Context: an optimization exercise on an open-source flow, tuned for small area and a short achievable clock period. The choices shown serve that exercise and are no tape-out recipe.
At most, simulation tests tie the RTL to the original design; equivalence was not proved.
The flow treats the clock pin as an ideal source, which a real chip does not have.
Power is estimated from default activity; no workload was simulated.

## alpha
==> flow/design.v (excerpt) <==
module fifo
#
(
	parameter		depth = 60,
	parameter		width = 8
)
(
	input				clk,
	input				rst_n,
	input				wr_en,
	input	[width-1:0]	data_in,
	input				rd_en,
	output	[width-1:0]	data_out,
	output				full,
	output				empty
);
localparam		rows = depth / 4;		 
reg	[width-1:0]	bank0	[rows-1:0];
reg	[width-1:0]	bank1	[rows-1:0];
reg	[width-1:0]	bank2	[rows-1:0];
reg	[width-1:0]	bank3	[rows-1:0];
reg	[1:0]		wbank;			 
reg	[1:0]		rbank;			 
reg	[3:0]		n0, n1, n2, n3;	 
reg				full_o;			 
reg				nempty_o;		 
reg				full_i;			 
reg				nempty;			 
reg	[3:0]		s0, s1, s2, s3;	 
reg	[1:0]		sn0, sn1, sn2, sn3;	 
reg	[width-1:0]	bq0, bq1, bq2, bq3;	 
reg	[width-1:0]	last_in;		 
reg				fresh;			 
reg	[3:0]		osel;			 
reg	[width-1:0]	rdata;
wire			push = wr_en & ~full_i;
wire			pop  = rd_en & nempty;
wire	[3:0]	wr_k = { 4{ push}} & (4'b0001 << wbank);	 
wire	[3:0]	rd_k = { 4{ pop}}  & (4'b0001 << rbank);	 
wire	[1:0]	wbank_n = push ? wbank + 2'd1 : wbank;
wire	[1:0]	rbank_n = pop  ? rbank + 2'd1 : rbank;
wire	[3:0]	one_k  = { (n3 == 4'd1) && (n0 == 4'd0), (n2 == 4'd1) && (n3 == 4'd0),
			   (n1 == 4'd1) && (n2 == 4'd0), (n0 == 4'd1) && (n1 == 4'd0)};
wire	[3:0]	most_k = { (n3 == rows-1) && (n0 == rows), (n2 == rows-1) && (n3 == rows),
			   (n1 == rows-1) && (n2 == rows), (n0 == rows-1) && (n1 == rows)};
wire			one  = one_k[rbank];
wire			most = most_k[wbank];
wire			empty_n = push ? 1'b0 : (pop ? one : ~nempty);
wire			full_n  = pop  ? 1'b0 : (push ? most : full_i);
wire			fresh_n = push & (~nempty | (pop & one));
function [3:0] inc4;
	input [3:0] n;
	begin
		case(n)
		4'd0: inc4 = 4'd1;
		4'd1: inc4 = 4'd2;
		4'd2: inc4 = 4'd3;
		4'd3: inc4 = 4'd4;
		4'd4: inc4 = 4'd5;
		4'd5: inc4 = 4'd6;
		4'd6: inc4 = 4'd7;
		4'd7: inc4 = 4'd8;
		4'd8: inc4 = 4'd9;
		4'd9: inc4 = 4'd10;
		4'd10: inc4 = 4'd11;
		4'd11: inc4 = 4'd12;
		4'd12: inc4 = 4'd13;
		4'd13: inc4 = 4'd14;
		4'd14: inc4 = 4'd15;
		4'd15: inc4 = 4'd0;
		endcase
	end
endfunction
function [3:0] dec4;
	input [3:0] n;
	begin
		case(n)
		4'd0: dec4 = 4'd15;
		4'd1: dec4 = 4'd0;
		4'd2: dec4 = 4'd1;
		4'd3: dec4 = 4'd2;
		4'd4: dec4 = 4'd3;
		4'd5: dec4 = 4'd4;
		4'd6: dec4 = 4'd5;
		4'd7: dec4 = 4'd6;
		4'd8: dec4 = 4'd7;
		4'd9: dec4 = 4'd8;
		4'd10: dec4 = 4'd9;
		4'd11: dec4 = 4'd10;
		4'd12: dec4 = 4'd11;
		4'd13: dec4 = 4'd12;
  ...
Size: ~22 I/O pins.
Settings: LEC_CHECK=0, CAP_MARGIN=20, CORE_MARGIN=2, CORE_UTILIZATION=65, CTS_CLUSTER_DIAMETER=60, CTS_CLUSTER_SIZE=30, SETUP_SLACK_MARGIN=1.6, SLEW_MARGIN=20; clock period 3.2 ns.
standard.sh (not shown) runs the stock make flow with config.mk's settings and CLKGATE_MAP_FILE= SYNTH_SCRIPT=/design/flow/synth_recipe.tcl, a recipe that flattens the netlist after the stock synthesis.
==> flow/flow/run.sh <==
#!/bin/bash
set -euo pipefail
export POST_CTS_TCL="$PWD/flow/post_cts.tcl"
bash standard.sh > standard.log 2>&1
==> flow/flow/post_cts.tcl <==
set block [ord::get_db_block]
set removed 0
foreach inst [$block getInsts] {
  if {![string match "clkbuf_0_*" [$inst getName]]} { continue }
  set in_net ""
  set out_net ""
  foreach it [$inst getITerms] {
    if {[$it isInputSignal]} { set in_net [$it getNet] }
    if {[$it isOutputSignal]} { set out_net [$it getNet] }
  }
  if {$in_net eq "" || $out_net eq "" || [$in_net getName] ne "clk"} { continue }
  set loads {}
  foreach it [$out_net getITerms] {
    if {[$it getInst] ne $inst} { lappend loads $it }
  }
  set port_loads 0
  foreach it [$in_net getITerms] { incr port_loads }
  set after [expr {$port_loads - 1 + [llength $loads]}]
  if {$after > 4} {
    puts "post_cts: keeping [$inst getName]: the clock port would drive $after pins"
    continue
  }
  puts "post_cts: removing [$inst getName] ([[$inst getMaster] getName]); the clock port now drives $after pins"
  foreach it $loads {
    $it disconnect
    $it connect $in_net
  }
  foreach it [$inst getITerms] { $it disconnect }
  odb::dbInst_destroy $inst
  odb::dbNet_destroy $out_net
  incr removed
}
if {$removed} {
  estimate_parasitics -placement
  repair_timing_helper
  detailed_placement
  check_placement -verbose
  report_clock_latency
}
The inputs of beta differ from those of alpha as listed below.
- a change of CTS_CLUSTER_SIZE from 30 to 28
- a change of SETUP_SLACK_MARGIN from 1.6 to 1.47
- a change of CTS_CLUSTER_DIAMETER from 60 to 55
==> flow/run.sh (new file) <==
#!/bin/bash
# synth_recipe.tcl (not shown) runs the flow's synth.tcl, then flattens the netlist and writes it again
# the make line also repeats each setting of config.mk as NAME=value (left out here)
make -C /OpenROAD-flow-scripts/flow DESIGN_CONFIG=/design/flow/config.mk WORK_HOME=/design/flow/orfs CLKGATE_MAP_FILE= SYNTH_SCRIPT=/design/flow/synth_recipe.tcl finish
removed: flow/flow/run.sh
removed: flow/flow/post_cts.tcl
removed: flow/standard.sh
==> comparison <==
Of beta and alpha, it is beta that has the lower routing usage on met2. Worst setup slack after placement deteriorates in beta relative to alpha. Worst reg2reg path depth delta for beta relative to alpha: 4 lower. beta vs alpha, via count went down by about 9%. Compared to alpha, beta leaves more free space in the core.
The following lists how gamma was set up differently from beta:
- swapping 55 for 80 in CTS_CLUSTER_DIAMETER
- swapping 28 for 24 in CTS_CLUSTER_SIZE
- swapping 1.47 for 1.5 in SETUP_SLACK_MARGIN
### Flow results
- Cell count: gamma lower than beta
- Between gamma and beta, the detailed-router iteration count before antenna repair is lower for gamma.
- Summary of gamma over beta: final layout net count lower, routed length per placed instance went up by about 1.4%, first-pass GRT wire length now sits higher, power dissipated in the clock network has decreased, synthesized area level.
- Of the two values seen for peak-usage layer in the global routing report, met2 was produced by gamma and met1 by beta.
- [gamma] cell-internal power fell about 5% relative to beta
- According to the power report, total power for gamma is lower than for beta.
- Compared with beta, gamma ends up with a smaller final cell area.
- Max number of buffers added for setup after CTS across gamma and beta: beta
[inputs] delta vs gamma
- changing CTS_CLUSTER_SIZE from 24 to 30
- changing SETUP_SLACK_MARGIN from 1.5 to 1.45
- changing CTS_CLUSTER_DIAMETER from 80 to 60
==> flow/flow/run.sh (new file) <==
#!/bin/bash
# The standard layout, with power recovery after global routing: cells on
# paths with positive slack are downsized, which also gives back area.
set -euo pipefail
export RECOVER_POWER=100
bash standard.sh > standard.log 2>&1
==> flow/standard.sh (new file) <==
#!/bin/bash
# synth_recipe.tcl (not shown) runs the flow's synth.tcl, then flattens the netlist and writes it again
# the make line also repeats each setting of config.mk as NAME=value (left out here)
make -C /OpenROAD-flow-scripts/flow DESIGN_CONFIG=/design/flow/config.mk WORK_HOME=/design/flow/orfs CLKGATE_MAP_FILE= SYNTH_SCRIPT=/design/flow/synth_recipe.tcl "${@:-finish}"
removed: flow/run.sh
Findings:
gamma reports its startpoint of the worst setup timing path as nempty_o while delta reports wr_en.
Of the two values seen for most used routing layer in global routing, met2 was produced by gamma and met1 by delta.
What the final checks of delta revealed, after a flow that finished every stage, was a layout that fails on capacitance limit, slew limit.
Post-synthesis simple-gate area fraction: gamma vs delta identical
Changes observed in delta relative to gamma: non-clock buffer area fraction after layout shows a reduction of 1.5 points; via total after detailed routing +about 0.8%; first-pass iteration count of the detailed router dropped 1.
As of delta, wire length had fallen slightly compared to gamma.

========
Another version of the RTL of fifo (not shown whole).
Size: roughly 1200 cells after synthesis, ~590 flip-flops, ~22 I/O pins.
==> flow/config.mk <==
export PLATFORM = sky130hd
export DESIGN_NAME = fifo
export DESIGN_NICKNAME = fifo
export VERILOG_FILES = /design/flow/design.v
export SDC_FILE = /design/flow/constraint.sdc
export NUM_CORES = 4
export LEC_CHECK = 0
export CAP_MARGIN = 20
export CORE_MARGIN = 2
export CORE_UTILIZATION = 65
export CTS_CLUSTER_DIAMETER = 60
export CTS_CLUSTER_SIZE = 30
export SETUP_SLACK_MARGIN = 1.55
export SLEW_MARGIN = 20
==> flow/constraint.sdc <==
create_clock -name core_clock -period 3.2 [get_ports {clk}]
set_input_delay 0.6400 -clock core_clock [delete_from_list [all_inputs] [get_ports {clk}]]
set_output_delay 0.6400 -clock core_clock [all_outputs]
set_load 0.01 [all_outputs]
==> flow/flow/run.sh <==
#!/bin/bash
set -euo pipefail
export POST_CTS_TCL="$PWD/flow/post_cts.tcl"
bash standard.sh > standard.log 2>&1
==> flow/flow/post_cts.tcl <==
set block [ord::get_db_block]
set removed 0
foreach inst [$block getInsts] {
  if {![string match "clkbuf_0_*" [$inst getName]]} { continue }
  set in_net ""
  set out_net ""
  foreach it [$inst getITerms] {
    if {[$it isInputSignal]} { set in_net [$it getNet] }
    if {[$it isOutputSignal]} { set out_net [$it getNet] }
  }
  if {$in_net eq "" || $out_net eq "" || [$in_net getName] ne "clk"} { continue }
  set loads {}
  foreach it [$out_net getITerms] {
    if {[$it getInst] ne $inst} { lappend loads $it }
  }
  set port_loads 0
  foreach it [$in_net getITerms] { incr port_loads }
  set after [expr {$port_loads - 1 + [llength $loads]}]
  if {$after > 4} {
    puts "post_cts: keeping [$inst getName]: the clock port would drive $after pins"
    continue
  }
  puts "post_cts: removing [$inst getName] ([[$inst getMaster] getName]); the clock port now drives $after pins"
  foreach it $loads {
    $it disconnect
    $it connect $in_net
  }
  foreach it [$inst getITerms] { $it disconnect }
  odb::dbInst_destroy $inst
  odb::dbNet_destroy $out_net
  incr removed
}
if {$removed} {
  estimate_parasitics -placement
  repair_timing_helper
  detailed_placement
  check_placement -verbose
  report_clock_latency
}
The starting point finished with timing, DRC and antenna clean.
Rerun with:
--- a/flow/config.mk
+++ b/flow/config.mk
@@ -11,3 +11,3 @@
-export CTS_CLUSTER_DIAMETER = 60
-export CTS_CLUSTER_SIZE = 30
-export SETUP_SLACK_MARGIN = 1.55
+export CTS_CLUSTER_DIAMETER = 80
+export CTS_CLUSTER_SIZE = 24
+export SETUP_SLACK_MARGIN = 1.48
Result: Worst setup slack loses 58 ps. Sequential cell count is unchanged. Synthesized area stays the same.
Rerun with:
==> flow/run.sh (new file) <==
#!/bin/bash
# synth_recipe.tcl (not shown) runs the flow's synth.tcl, then flattens the netlist and writes it again
# the make line also repeats each setting of config.mk as NAME=value (left out here)
make -C /OpenROAD-flow-scripts/flow DESIGN_CONFIG=/design/flow/config.mk WORK_HOME=/design/flow/orfs CLKGATE_MAP_FILE= SYNTH_SCRIPT=/design/flow/synth_recipe.tcl finish
--- a/flow/config.mk
+++ b/flow/config.mk
@@ -11,3 +11,3 @@
-export CTS_CLUSTER_DIAMETER = 80
-export CTS_CLUSTER_SIZE = 24
-export SETUP_SLACK_MARGIN = 1.48
+export CTS_CLUSTER_DIAMETER = 60
+export CTS_CLUSTER_SIZE = 30
+export SETUP_SLACK_MARGIN = 1.45
removed: flow/flow/run.sh
removed: flow/flow/post_cts.tcl
removed: flow/standard.sh
Utilization rises by 0.56 points.
Via count falls by 1.5%.
Worst setup slack got worse by 100 ps.
Design area rises by about 0.8%.
Die area does not change.
Rerun with:
==> flow/flow/run.sh (new file) <==
#!/bin/bash
set -euo pipefail
export POST_CTS_TCL="$PWD/flow/post_cts.tcl"
bash standard.sh > standard.log 2>&1
==> flow/flow/post_cts.tcl (new file) <==
set block [ord::get_db_block]
set removed 0
foreach inst [$block getInsts] {
  if {![string match "clkbuf_0_*" [$inst getName]]} { continue }
  set in_net ""
  set out_net ""
  foreach it [$inst getITerms] {
    if {[$it isInputSignal]} { set in_net [$it getNet] }
    if {[$it isOutputSignal]} { set out_net [$it getNet] }
  }
  if {$in_net eq "" || $out_net eq "" || [$in_net getName] ne "clk"} { continue }
  set loads {}
  foreach it [$out_net getITerms] {
    if {[$it getInst] ne $inst} { lappend loads $it }
  }
  set port_loads 0
  foreach it [$in_net getITerms] { incr port_loads }
  set after [expr {$port_loads - 1 + [llength $loads]}]
  if {$after > 4} {
    puts "post_cts: keeping [$inst getName]: the clock port would drive $after pins"
    continue
  }
  puts "post_cts: removing [$inst getName] ([[$inst getMaster] getName]); the clock port now drives $after pins"
  foreach it $loads {
    $it disconnect
    $it connect $in_net
  }
  foreach it [$inst getITerms] { $it disconnect }
  odb::dbInst_destroy $inst
  odb::dbNet_destroy $out_net
  incr removed
}
if {$removed} {
  estimate_parasitics -placement
  repair_timing_helper
  detailed_placement
  check_placement -verbose
  report_clock_latency
}
==> flow/standard.sh (new file) <==
#!/bin/bash
# synth_recipe.tcl (not shown) runs the flow's synth.tcl, then flattens the netlist and writes it again
# the make line also repeats each setting of config.mk as NAME=value (left out here)
make -C /OpenROAD-flow-scripts/flow DESIGN_CONFIG=/design/flow/config.mk WORK_HOME=/design/flow/orfs CLKGATE_MAP_FILE= SYNTH_SCRIPT=/design/flow/synth_recipe.tcl "${@:-finish}"
--- a/flow/config.mk
+++ b/flow/config.mk
@@ -10 +10 @@
-export CORE_UTILIZATION = 65
+export CORE_UTILIZATION = 72
@@ -13 +13 @@
-export SETUP_SLACK_MARGIN = 1.45
+export SETUP_SLACK_MARGIN = 1.5
removed: flow/run.sh
After rerunning: Sequential cell count stays the same; total power goes down by 1.4%; fmax goes up by 7.8%; clock-buffer cell count stays the same; non-clock buffer count goes up by 21; die area goes down by 9.5%; synthesized area stays the same; hold slack improved by 180 ps; via count goes up by 4.2%; sequential share of layout area goes down by 0.51 points.

========
## sierra
fifo, a different RTL version from the one above (not shown whole).
For scale: ~1200 cells after synthesis, about 580 flip-flops, ~22000 um^2 of cells after synthesis.
Settings: LEC_CHECK=0, CAP_MARGIN=20, CORE_MARGIN=2, CORE_UTILIZATION=65, CTS_CLUSTER_DIAMETER=80, CTS_CLUSTER_SIZE=24, SETUP_SLACK_MARGIN=1.55, SLEW_MARGIN=20; clock period 3.2 ns.
run.sh (not shown) runs the stock make flow with config.mk's settings and CLKGATE_MAP_FILE= SYNTH_SCRIPT=/design/flow/synth_recipe.tcl, a recipe that flattens the netlist after the stock synthesis.
Stock flow here: none of the scripts above is used.
Having completed the whole flow, sierra delivered a layout that passed the timing, design-rule and antenna checks.
#### Input delta (willow over sierra)
- SETUP_SLACK_MARGIN changed from 1.55 to 1.45
--- outcome ---
willow vs. sierra: final worst-path cycle share up 0.40 points; total via count after detailed routing shrank by 61. Sequential power share essentially unchanged between willow and sierra.
No run of this note included a check of the RTL's function; only the layout flow was run.

========
RTL: one of the versions met above, not the one the previous note started from.
Size in the first run: about 1100 cells after synthesis, ~580 flip-flops, ~22 I/O pins.
Settings: LEC_CHECK=0, CAP_MARGIN=20, CORE_MARGIN=2, CORE_UTILIZATION=65, CTS_CLUSTER_DIAMETER=60, CTS_CLUSTER_SIZE=30, PLACE_DENSITY=0.78, SETUP_SLACK_MARGIN=1.45, SLEW_MARGIN=20; clock period 3.2 ns.
The baseline went through all stages and came out clean.
Edit:
--- a/flow/config.mk
+++ b/flow/config.mk
@@ -11,4 +11,3 @@
-export CTS_CLUSTER_DIAMETER = 60
-export CTS_CLUSTER_SIZE = 30
-export PLACE_DENSITY = 0.78
-export SETUP_SLACK_MARGIN = 1.45
+export CTS_CLUSTER_DIAMETER = 80
+export CTS_CLUSTER_SIZE = 24
+export SETUP_SLACK_MARGIN = 1.4
Effect:
- The changed run completed without violations
- clock power came out lower by 21%
- clock-buffer cell count came out higher by 11
- wire length came out lower by 4.9%
- setup slack gets worse by 0.080 ns
- total power came out lower by about 6%
Edit:
--- a/flow/config.mk
+++ b/flow/config.mk
@@ -11,3 +11,4 @@
-export CTS_CLUSTER_DIAMETER = 80
-export CTS_CLUSTER_SIZE = 24
-export SETUP_SLACK_MARGIN = 1.4
+export CTS_CLUSTER_DIAMETER = 60
+export CTS_CLUSTER_SIZE = 30
+export GPL_ROUTABILITY_DRIVEN = 0
+export SETUP_SLACK_MARGIN = 1.45
The changed run finished clean.
Synthesized area stays the same.
Final area climbs by 2.6%.
Worst hold slack is better by 0.013 ns.
Edit:
--- a/flow/config.mk
+++ b/flow/config.mk
@@ -10 +10 @@
-export CORE_UTILIZATION = 65
+export CORE_UTILIZATION = 72
@@ -13 +12,0 @@
-export GPL_ROUTABILITY_DRIVEN = 0
Effect: Cell count drops by 4.0%; combinational power barely changes; synthesized cell count is unchanged; power climbs by 0.71%; cell area drops by 0.34%; die area drops by 9.5%; utilization climbs by 7.4 points.

==> port drivers added, routing unchanged <==
The results above use ideal ports. As a check the final layouts listed here were re-extracted and re-timed, cells and wires unchanged.
Step 1, drivers: a clkbuf_16 drives clk and a buf_2 each remaining input, both assumed.
Step 2 times the ports against the registers' clock, not the clock port: input delays grow and output delays shrink by t, the midpoint of the rising clock arrivals with the driver on.
Three values: no drivers, after step 1, after step 2; two values: the first two.
run	shift t [ns]	setup slack, ns	worst hold slack (ns)	worst register clock-pin slew, ns
alpha	0.464	1.409 / 1.409 / 1.051	0.443 / 0.442 / 0.442	0.11 / 0.11
beta	0.585	1.424 / 1.372 / 0.908	0.433 / 0.433 / 0.433	0.09 / 0.09
gamma	0.630	1.398 / 1.343 / 0.991	0.436 / 0.423 / 0.436	0.10 / 0.10
delta	0.576	0.794 / 0.817 / 0.246	0.437 / 0.437 / 0.437	0.10 / 0.10
the first run of note 2	0.472	1.547 / 1.526 / 1.172	0.391 / 0.308 / 0.446	0.10 / 0.10
the second run of note 2	0.506	1.488 / 1.451 / 1.043	0.321 / 0.276 / 0.447	0.10 / 0.10
the third run of note 2	0.607	1.384 / 1.330 / 0.939	0.187 / 0.156 / 0.446	0.11 / 0.11
the fourth run of note 2	0.466	1.516 / 1.489 / 1.117	0.364 / 0.291 / 0.436	0.10 / 0.10
sierra	0.629	1.071 / 1.071 / 0.625	0.439 / 0.406 / 0.520	0.10 / 0.10
willow	0.629	1.059 / 1.059 / 0.712	0.426 / 0.396 / 0.458	0.10 / 0.10
the first run of note 4	0.580	1.439 / 1.389 / 0.949	0.436 / 0.436 / 0.436	0.10 / 0.10
the second run of note 4	0.638	1.358 / 1.304 / 0.790	0.424 / 0.397 / 0.437	0.10 / 0.10
the third run of note 4	0.577	1.466 / 1.414 / 0.990	0.437 / 0.437 / 0.437	0.10 / 0.10
the fourth run of note 4	0.592	1.430 / 1.376 / 0.954	0.435 / 0.435 / 0.435	0.10 / 0.10
For the second run of note 4, which loses most, drivers alone change the setup slack by -0.054 ns; drivers and shift together by -0.568 ns.
